This is an optimization exercise on Yosys and OpenROAD, whose aim is small area and a short achievable clock period, not a production implementation.
Where RTL was checked, it was by simulation tests only, not by an equivalence proof against the original.
No activity file was given, so power comes from the tool's default toggle rates.

## ahb_bus_matrix
module ahb_bus_matrix
(
  input HBUSREQx0,
  input HBUSREQx1,
  input HBUSREQx2,
  input HBUSREQx3,
  input HLOCKx0,
  input HLOCKx1,
  input HLOCKx2,
  input HLOCKx3,
  input [1:0] HTRANSx0,
  input [1:0] HTRANSx1,
  input [1:0] HTRANSx2,
  input [1:0] HTRANSx3,
  input [31:0] HADDRx0,
  input [31:0] HADDRx1,
  input [31:0] HADDRx2,
  input [31:0] HADDRx3,
  input HWRITEx0,
  input HWRITEx1,
  input HWRITEx2,
  input HWRITEx3,
  input [2:0] HSIZEx0,
  input [2:0] HSIZEx1,
  input [2:0] HSIZEx2,
  input [2:0] HSIZEx3,
  input [2:0] HBURSTx0,
  input [2:0] HBURSTx1,
  input [2:0] HBURSTx2,
  input [2:0] HBURSTx3,
  input [31:0] HWDATAx0,
  input [31:0] HWDATAx1,
  input [31:0] HWDATAx2,
  input [31:0] HWDATAx3,
  input HREADYx0,
  input HREADYx1,
  input HREADYx2,
  input HREADYx3,
  input HREADYx4,
  input HREADYx5,
  input HREADYx6,
  input [1:0] HRESPx0,
  input [1:0] HRESPx1,
  input [1:0] HRESPx2,
  input [1:0] HRESPx3,
  input [1:0] HRESPx4,
  input [1:0] HRESPx5,
  input [1:0] HRESPx6,
  input [31:0] HRDATAx0,
  input [31:0] HRDATAx1,
  input [31:0] HRDATAx2,
  input [31:0] HRDATAx3,
  input [31:0] HRDATAx4,
  input [31:0] HRDATAx5,
  input [31:0] HRDATAx6, 
  input [3:0] HSPLITx0,
  input [3:0] HSPLITx1,
  input [3:0] HSPLITx2,
  input [3:0] HSPLITx3,
  input [3:0] HSPLITx4,
  input [3:0] HSPLITx5,
  input [3:0] HSPLITx6,
  output HGRANTx0,
  output HGRANTx1,
  output HGRANTx2,
  output HGRANTx3,
  output HSELx0,
  output HSELx1,
  output HSELx2,
  output HSELx3,
  output HSELx4,
  output HSELx5,
  output HSELx6,
  input HRESETn,
  input HCLK,
  output [1:0] HTRANS,
  output [31:0] HADDR,
  output HWRITE,
  output [2:0] HSIZE,
  output [2:0] HBURST,
  output [31:0] HWDATA,
  output HREADY,
  output [1:0] HRESP,
  output [31:0] HRDATA,
  output [3:0] HMASTER,
  output HMASTLOCK
);
reg [1:0] grant_x;     
reg [3:0] hm_x;        
reg [1:0] hmd;         
reg       fixlen;      
reg       split_q;     
reg       retry_q;     
reg [5:0] count;       
reg [3:0] mask_n;      
wire [1:0] grant    = grant_x ^ 2'b01;
  ...
Settings: LEC_CHECK=0, CAP_MARGIN=20, CORE_AREA=4 4 156 156, DIE_AREA=0 0 160 160, SETUP_SLACK_MARGIN=1.0, SLEW_MARGIN=20; clock period 4.0 ns.
standard.sh (not shown) runs the stock make flow with config.mk's settings and CLKGATE_MAP_FILE= SYNTH_SCRIPT=/design/flow/synth_recipe.tcl, a recipe that flattens the netlist after the stock synthesis.
==> flow/flow/run.sh <==
#!/bin/bash
# Standard ORFS layout, with the port buffers made from the smallest buffer
# cell and I/O pins on met3 (left/right) and met2 or met4 (top/bottom).
set -euo pipefail
export BUFFER_PORTS_ARGS="-buffer_cell sky130_fd_sc_hd__buf_1"
export IO_PLACER_H="met3"
export IO_PLACER_V="met2 met4"
bash standard.sh > flow_make.log 2>&1
The baseline finished clean.
Edit:
==> flow/flow/run.sh (replaced) <==
#!/bin/bash
# Standard ORFS layout, with the port buffers made from the smallest buffer cell.
set -euo pipefail
export BUFFER_PORTS_ARGS="-buffer_cell sky130_fd_sc_hd__buf_1"
bash standard.sh > flow_make.log 2>&1
Settings changed: CORE_AREA 4 4 156 156 to 6 6 194 194, DIE_AREA 0 0 160 160 to 0 0 200 200, SETUP_SLACK_MARGIN 1.0 to 0.3.
Combinational power is lower by about 1%.
Via count stays flat.
Routed wire length fell by 2.6%.
Global-route usage decreases by 13 points.
Edit:
Settings changed: SETUP_SLACK_MARGIN 0.3 to 1.0.
Outcome:
- The changed run went through all stages and came out clean
- synthesized area is unchanged
- register-to-register slack is better by 0.14 ns
- global-route usage is unchanged
- clock-buffer cell count is unchanged
- worst setup slack improves by 0.18 ns
- final cell count is about the same
- first-iteration DRC count drops slightly
- sequential cell count is unchanged
- wire length barely changes
- total power is about the same

Setup of run 1:
The RTL this note starts from:
==> flow/design.v <==
module ahb_bus_matrix
(
  input HBUSREQx0,
  input HBUSREQx1,
  input HBUSREQx2,
  input HBUSREQx3,
  input HLOCKx0,
  input HLOCKx1,
  input HLOCKx2,
  input HLOCKx3,
  input [1:0] HTRANSx0,
  input [1:0] HTRANSx1,
  input [1:0] HTRANSx2,
  input [1:0] HTRANSx3,
  input [31:0] HADDRx0,
  input [31:0] HADDRx1,
  input [31:0] HADDRx2,
  input [31:0] HADDRx3,
  input HWRITEx0,
  input HWRITEx1,
  input HWRITEx2,
  input HWRITEx3,
  input [2:0] HSIZEx0,
  input [2:0] HSIZEx1,
  input [2:0] HSIZEx2,
  input [2:0] HSIZEx3,
  input [2:0] HBURSTx0,
  input [2:0] HBURSTx1,
  input [2:0] HBURSTx2,
  input [2:0] HBURSTx3,
  input [31:0] HWDATAx0,
  input [31:0] HWDATAx1,
  input [31:0] HWDATAx2,
  input [31:0] HWDATAx3,
  input HREADYx0,
  input HREADYx1,
  input HREADYx2,
  input HREADYx3,
  input HREADYx4,
  input HREADYx5,
  input HREADYx6,
  input [1:0] HRESPx0,
  input [1:0] HRESPx1,
  input [1:0] HRESPx2,
  input [1:0] HRESPx3,
  input [1:0] HRESPx4,
  input [1:0] HRESPx5,
  input [1:0] HRESPx6,
  input [31:0] HRDATAx0,
  input [31:0] HRDATAx1,
  input [31:0] HRDATAx2,
  input [31:0] HRDATAx3,
  input [31:0] HRDATAx4,
  input [31:0] HRDATAx5,
  input [31:0] HRDATAx6, 
  input [3:0] HSPLITx0,
  input [3:0] HSPLITx1,
  input [3:0] HSPLITx2,
  input [3:0] HSPLITx3,
  input [3:0] HSPLITx4,
  input [3:0] HSPLITx5,
  input [3:0] HSPLITx6,
  output HGRANTx0,
  output HGRANTx1,
  output HGRANTx2,
  output HGRANTx3,
  output HSELx0,
  output HSELx1,
  output HSELx2,
  output HSELx3,
  output HSELx4,
  output HSELx5,
  output HSELx6,
  input HRESETn,
  input HCLK,
  output [1:0] HTRANS,
  output [31:0] HADDR,
  output HWRITE,
  output [2:0] HSIZE,
  output [2:0] HBURST,
  output [31:0] HWDATA,
  output HREADY,
  output [1:0] HRESP,
  output [31:0] HRDATA,
  output [3:0] HMASTER,
  output HMASTLOCK
);
reg [1:0] grant_x;     
reg [3:0] hm_x;        
reg [3:0] hmd_oh;      
reg       fixlen;      
reg       split_q;     
reg       retry_q;     
reg [5:0] count;       
reg [3:0] mask_n;      
wire [1:0] grant    = grant_x ^ 2'b01;
wire [3:0] hm_oh    = hm_x ^ 4'b0010;
wire [3:0] req_mask = ~mask_n;
wire a0 = hm_oh[0];
wire a1 = hm_oh[1];
wire a2 = hm_oh[2];
wire a3 = hm_oh[3];
assign HADDR  = ({32{a0}} & HADDRx0)  | ({32{a1}} & HADDRx1)  |
                ({32{a2}} & HADDRx2)  | ({32{a3}} & HADDRx3);
assign HWRITE = (a0 & HWRITEx0) | (a1 & HWRITEx1) |
                (a2 & HWRITEx2) | (a3 & HWRITEx3);
assign HTRANS = ({2{a0}} & HTRANSx0) | ({2{a1}} & HTRANSx1) |
                ({2{a2}} & HTRANSx2) | ({2{a3}} & HTRANSx3);
assign HSIZE  = ({3{a0}} & HSIZEx0)  | ({3{a1}} & HSIZEx1)  |
                ({3{a2}} & HSIZEx2)  | ({3{a3}} & HSIZEx3);
assign HBURST = ({3{a0}} & HBURSTx0) | ({3{a1}} & HBURSTx1) |
                ({3{a2}} & HBURSTx2) | ({3{a3}} & HBURSTx3);
wire [1:0] hm = {a2 | a3, a1 | a3};
wire d0 = hmd_oh[0];
wire d1 = hmd_oh[1];
wire d2 = hmd_oh[2];
wire d3 = hmd_oh[3];
assign HWDATA = ({32{d0}} & HWDATAx0) | ({32{d1}} & HWDATAx1) |
                ({32{d2}} & HWDATAx2) | ({32{d3}} & HWDATAx3);
function [6:0] dec;
  input [3:0] a;
  begin
    dec[0] = a[3] | (a[2:0] == 3'd0) | (a[2:0] == 3'd7);
    dec[1] = (a == 4'h1);
    dec[2] = (a == 4'h2);
    dec[3] = (a == 4'h3);
    dec[4] = (a == 4'h4);
    dec[5] = (a == 4'h5);
    dec[6] = (a == 4'h6);
  end
endfunction
wire [6:0] dm0 = dec(HADDRx0[31:28]);
wire [6:0] dm1 = dec(HADDRx1[31:28]);
wire [6:0] dm2 = dec(HADDRx2[31:28]);
wire [6:0] dm3 = dec(HADDRx3[31:28]);
wire [6:0] hsel = ({7{a0}} & dm0) | ({7{a1}} & dm1) |
                  ({7{a2}} & dm2) | ({7{a3}} & dm3);
assign {HSELx6, HSELx5, HSELx4, HSELx3, HSELx2, HSELx1, HSELx0} = hsel;
reg [6:0] ss_x;
wire [6:0] ss_oh = ss_x ^ 7'b0000001;
always @(posedge HCLK or negedge HRESETn) begin
  if (!HRESETn)     ss_x <= 7'd0;
  else if (HREADY)  ss_x <= hsel ^ 7'b0000001;
end
wire s0 = ss_oh[0];
wire s1 = ss_oh[1];
wire s2 = ss_oh[2];
wire s3 = ss_oh[3];
wire s4 = ss_oh[4];
wire s5 = ss_oh[5];
wire s6 = ss_oh[6];
assign HRDATA = ({32{s0}} & HRDATAx0) | ({32{s1}} & HRDATAx1) |
                ({32{s2}} & HRDATAx2) | ({32{s3}} & HRDATAx3) |
                ({32{s4}} & HRDATAx4) | ({32{s5}} & HRDATAx5) |
                ({32{s6}} & HRDATAx6);
assign HRESP  = ({2{s0}} & HRESPx0) | ({2{s1}} & HRESPx1) |
                ({2{s2}} & HRESPx2) | ({2{s3}} & HRESPx3) |
                ({2{s4}} & HRESPx4) | ({2{s5}} & HRESPx5) |
                ({2{s6}} & HRESPx6);
assign HREADY = (s0 & HREADYx0) | (s1 & HREADYx1) |
                (s2 & HREADYx2) | (s3 & HREADYx3) |
                (s4 & HREADYx4) | (s5 & HREADYx5) |
                (s6 & HREADYx6);
wire g0 = (grant == 2'd0);
wire g1 = (grant == 2'd1);
wire g2 = (grant == 2'd2);
wire g3 = (grant == 2'd3);
assign HGRANTx0 = g0;
assign HGRANTx1 = g1;
assign HGRANTx2 = g2;
assign HGRANTx3 = g3;
wire locked = (g0 & HLOCKx0) | (g1 & HLOCKx1) | (g2 & HLOCKx2) | (g3 & HLOCKx3);
assign HMASTLOCK = locked;
assign HMASTER   = {2'b00, hm};
wire busreq = (g0 & HBUSREQx0) | (g1 & HBUSREQx1) | (g2 & HBUSREQx2) | (g3 & HBUSREQx3);
wire t_idle   = (HTRANS == 2'b00);
wire t_busy   = (HTRANS == 2'b01);
wire t_nonseq = (HTRANS == 2'b10);
wire t_seq    = (HTRANS == 2'b11);
reg [5:0] next_count;
always @(*) begin
  case (HTRANS)
    2'b10: begin
      case (HBURST)
        3'b000: next_count = HREADY ? 6'h0 : 6'h1;
        3'b001:   next_count = 6'h20;
        3'b010,
        3'b011:  next_count = HREADY ? 6'h3 : 6'h4;
        3'b100,
        3'b101:  next_count = HREADY ? 6'h7 : 6'h8;
        default:        next_count = HREADY ? 6'hf : 6'h10;
      endcase
    end
    2'b01: next_count = count;
    2'b00: next_count = 6'h0;
    default:      next_count = (HREADY && !count[5]) ? count - 6'd1 : count;
  endcase
end
always @(posedge HCLK or negedge HRESETn) begin
  if (!HRESETn) count <= 6'h0;
  else          count <= next_count;
end
wire cnt_le1 = t_nonseq ? (HBURST == 3'b000) :
               (t_seq && HREADY && !count[5]) ? (count[5:2] == 4'd0 && count[1:0] != 2'd0 && count[1:0] != 2'd3) :
               (count[5:1] == 5'd0);
wire degrant = !busreq | t_idle | (fixlen & !locked & cnt_le1) | split_q | retry_q;
wire resp_split = (HRESP == 2'b11);
wire to_dummy = (locked & resp_split) |
                (g1 & resp_split & !HBUSREQx2 & !HBUSREQx3) |
                (req_mask == 4'b0);
wire [1:0] next_grant = (HBUSREQx3 & req_mask[3]) ? 2'd3 :
                        (HBUSREQx2 & req_mask[2]) ? 2'd2 : 2'd1;
always @(posedge HCLK or negedge HRESETn) begin
  if (!HRESETn)      grant_x <= 2'd0;
  else if (to_dummy) grant_x <= 2'd0 ^ 2'b01;
  else if (degrant)  grant_x <= next_grant ^ 2'b01;
end
wire [3:0] grant_oh = {g3, g2, g1, g0};
always @(posedge HCLK or negedge HRESETn) begin
  if (!HRESETn) begin
    hm_x   <= 4'd0;
    hmd_oh <= 4'b0001;
  end else if (HREADY) begin
    hm_x   <= grant_oh ^ 4'b0010;
    hmd_oh <= hm_oh;
  end
end
always @(posedge HCLK or negedge HRESETn) begin
  if (!HRESETn) begin
    fixlen  <= 1'b0;
    split_q <= 1'b0;
    retry_q <= 1'b0;
  end else begin
    fixlen  <= (HBURST != 3'b001);
    split_q <= resp_split;
    retry_q <= (HRESP == 2'b10);
  end
end
wire [3:0] hsplit = HSPLITx0 | HSPLITx1 | HSPLITx2 | HSPLITx3 |
                    HSPLITx4 | HSPLITx5 | HSPLITx6;
always @(posedge HCLK or negedge HRESETn) begin
  if (!HRESETn) mask_n <= 4'b0000;
  else          mask_n <= ~((req_mask | hsplit) & ~({4{split_q}} & hm_oh));
end
endmodule
Settings: LEC_CHECK=0, CAP_MARGIN=20, CORE_AREA=4 4 156 156, DIE_AREA=0 0 160 160, SETUP_SLACK_MARGIN=1.4, SLEW_MARGIN=20; clock period 4.0 ns.
==> flow/flow/run.sh <==
#!/bin/bash
# Standard ORFS layout, with:
# - the port buffers made from the smallest buffer cell,
# - I/O pins on met3 (left/right) and met2 or met4 (top/bottom),
# - the pins of each multiplexed output bit kept together.
set -euo pipefail
export BUFFER_PORTS_ARGS="-buffer_cell sky130_fd_sc_hd__buf_1"
export IO_PLACER_H="met3"
export IO_PLACER_V="met2 met4"
export PLACE_PINS_ARGS="$(cat flow/pin_groups.txt)"
bash standard.sh > flow_make.log 2>&1
Other scripts of this flow, unchanged in this note and not shown: flow/flow/pin_groups.txt
Run 1 got as far as I/O pin placement (3_2_place_iop), where a tool error ended the run.
What run 2 does differently from run 1 at the input level:
- DIE_AREA changed from 0 0 160 160 to 0 0 165 165
- CORE_AREA changed from 4 4 156 156 to 4 4 161 161
Results
The flow ended early for run 2: it failed with a tool error in I/O pin placement (3_2_place_iop).
From run 2 to run 1, sequential fraction of the synthesis area did not move at all.
Compare run 1 and run 2 | chip height higher: run 2
Compared to run 1, run 2 has horizontal die dimension 3.1% higher.
--- input diff run 2..run 3 ---
- changing CORE_AREA from 4 4 161 161 to 4 4 156 156
- changing DIE_AREA from 0 0 165 165 to 0 0 160 160
-- flow/flow/run.sh --
<<< run 2, line 8
export IO_PLACER_H="met3"
export IO_PLACER_V="met2 met4"
export PLACE_PINS_ARGS="$(cat flow/pin_groups.txt)"
bash standard.sh > flow_make.log 2>&1
>>> run 3, line 8
export IO_PLACER_H="met3"
export IO_PLACER_V="met2 met4"
export PLACE_PINS_ARGS="-corner_avoidance 0 $(cat flow/pin_groups.txt)"
bash standard.sh > flow_make.log 2>&1
[summary]
- As the logs show, run 3 stopped at I/O pin placement (3_2_place_iop) after a tool error, so it never reached the end of the flow.
- For run 2, the flow was terminated by a tool error in I/O pin placement (3_2_place_iop) and produced no final design.
- Status: unique cell type count in the Yosys netlist parity (run 3, run 2)
- The run showing the smaller starting density of the core is run 2.
- Diff run 3..run 2 | register area share after synthesis | unchanged
- The synthesized-area fraction occupied by adder cells was comparable across run 2 and run 3.
- Width of the die of run 3 falls short of that of run 2 by a few percent.
- Reported for run 2 and run 3, proportion of synthesized area in mux cells turned out identical to the last digit.
- The synthesized flop and latch total was comparable across run 2 and run 3.
- Cmp run 2 and run 3 / die height / higher: run 2
- As far as share of flip-flops with an asynchronous set or reset after synthesis goes, run 3 and run 2 are indistinguishable; the numbers are identical.
No run of this note included a check of the RTL's function; only the layout flow was run.

==> static timing again, ports no longer ideal <==
The flow's constraints put no driver on any port. The routed layouts listed below were extracted and timed again, unchanged, in two steps. Step 1, drivers: a clkbuf_16 drives HCLK and a buf_2 each remaining input, both assumed. Step 2 moves the port delays by t, midway between the first and last clock arrival at a register: inputs arrive t later, outputs are due t later. That takes back most of the time a late clock gives input paths. Slacks: ideal ports / drivers / drivers and shift; pairs: ideal ports / drivers.
run | shift t [ns] | setup slack, ns | worst setup path after step 2 | clock arrival spread, ns | worst slew at a driven data input, ns
the first run of note 1 | 0.300 | 1.074 / 1.008 / 1.008 | input to output | 0.012 / 0.012 | 0.14
the second run of note 1 | 0.320 | 0.862 / 0.820 / 1.140 | register to output | 0.011 / 0.011 | 0.18
the third run of note 1 | 0.320 | 1.046 / 1.004 / 1.212 | input to output | 0.010 / 0.010 | 0.17
After both steps every run listed still meets setup and hold. The setup slack of the first run of note 1, which loses most, moves by -0.066 ns with the drivers and by -0.066 ns with both steps.
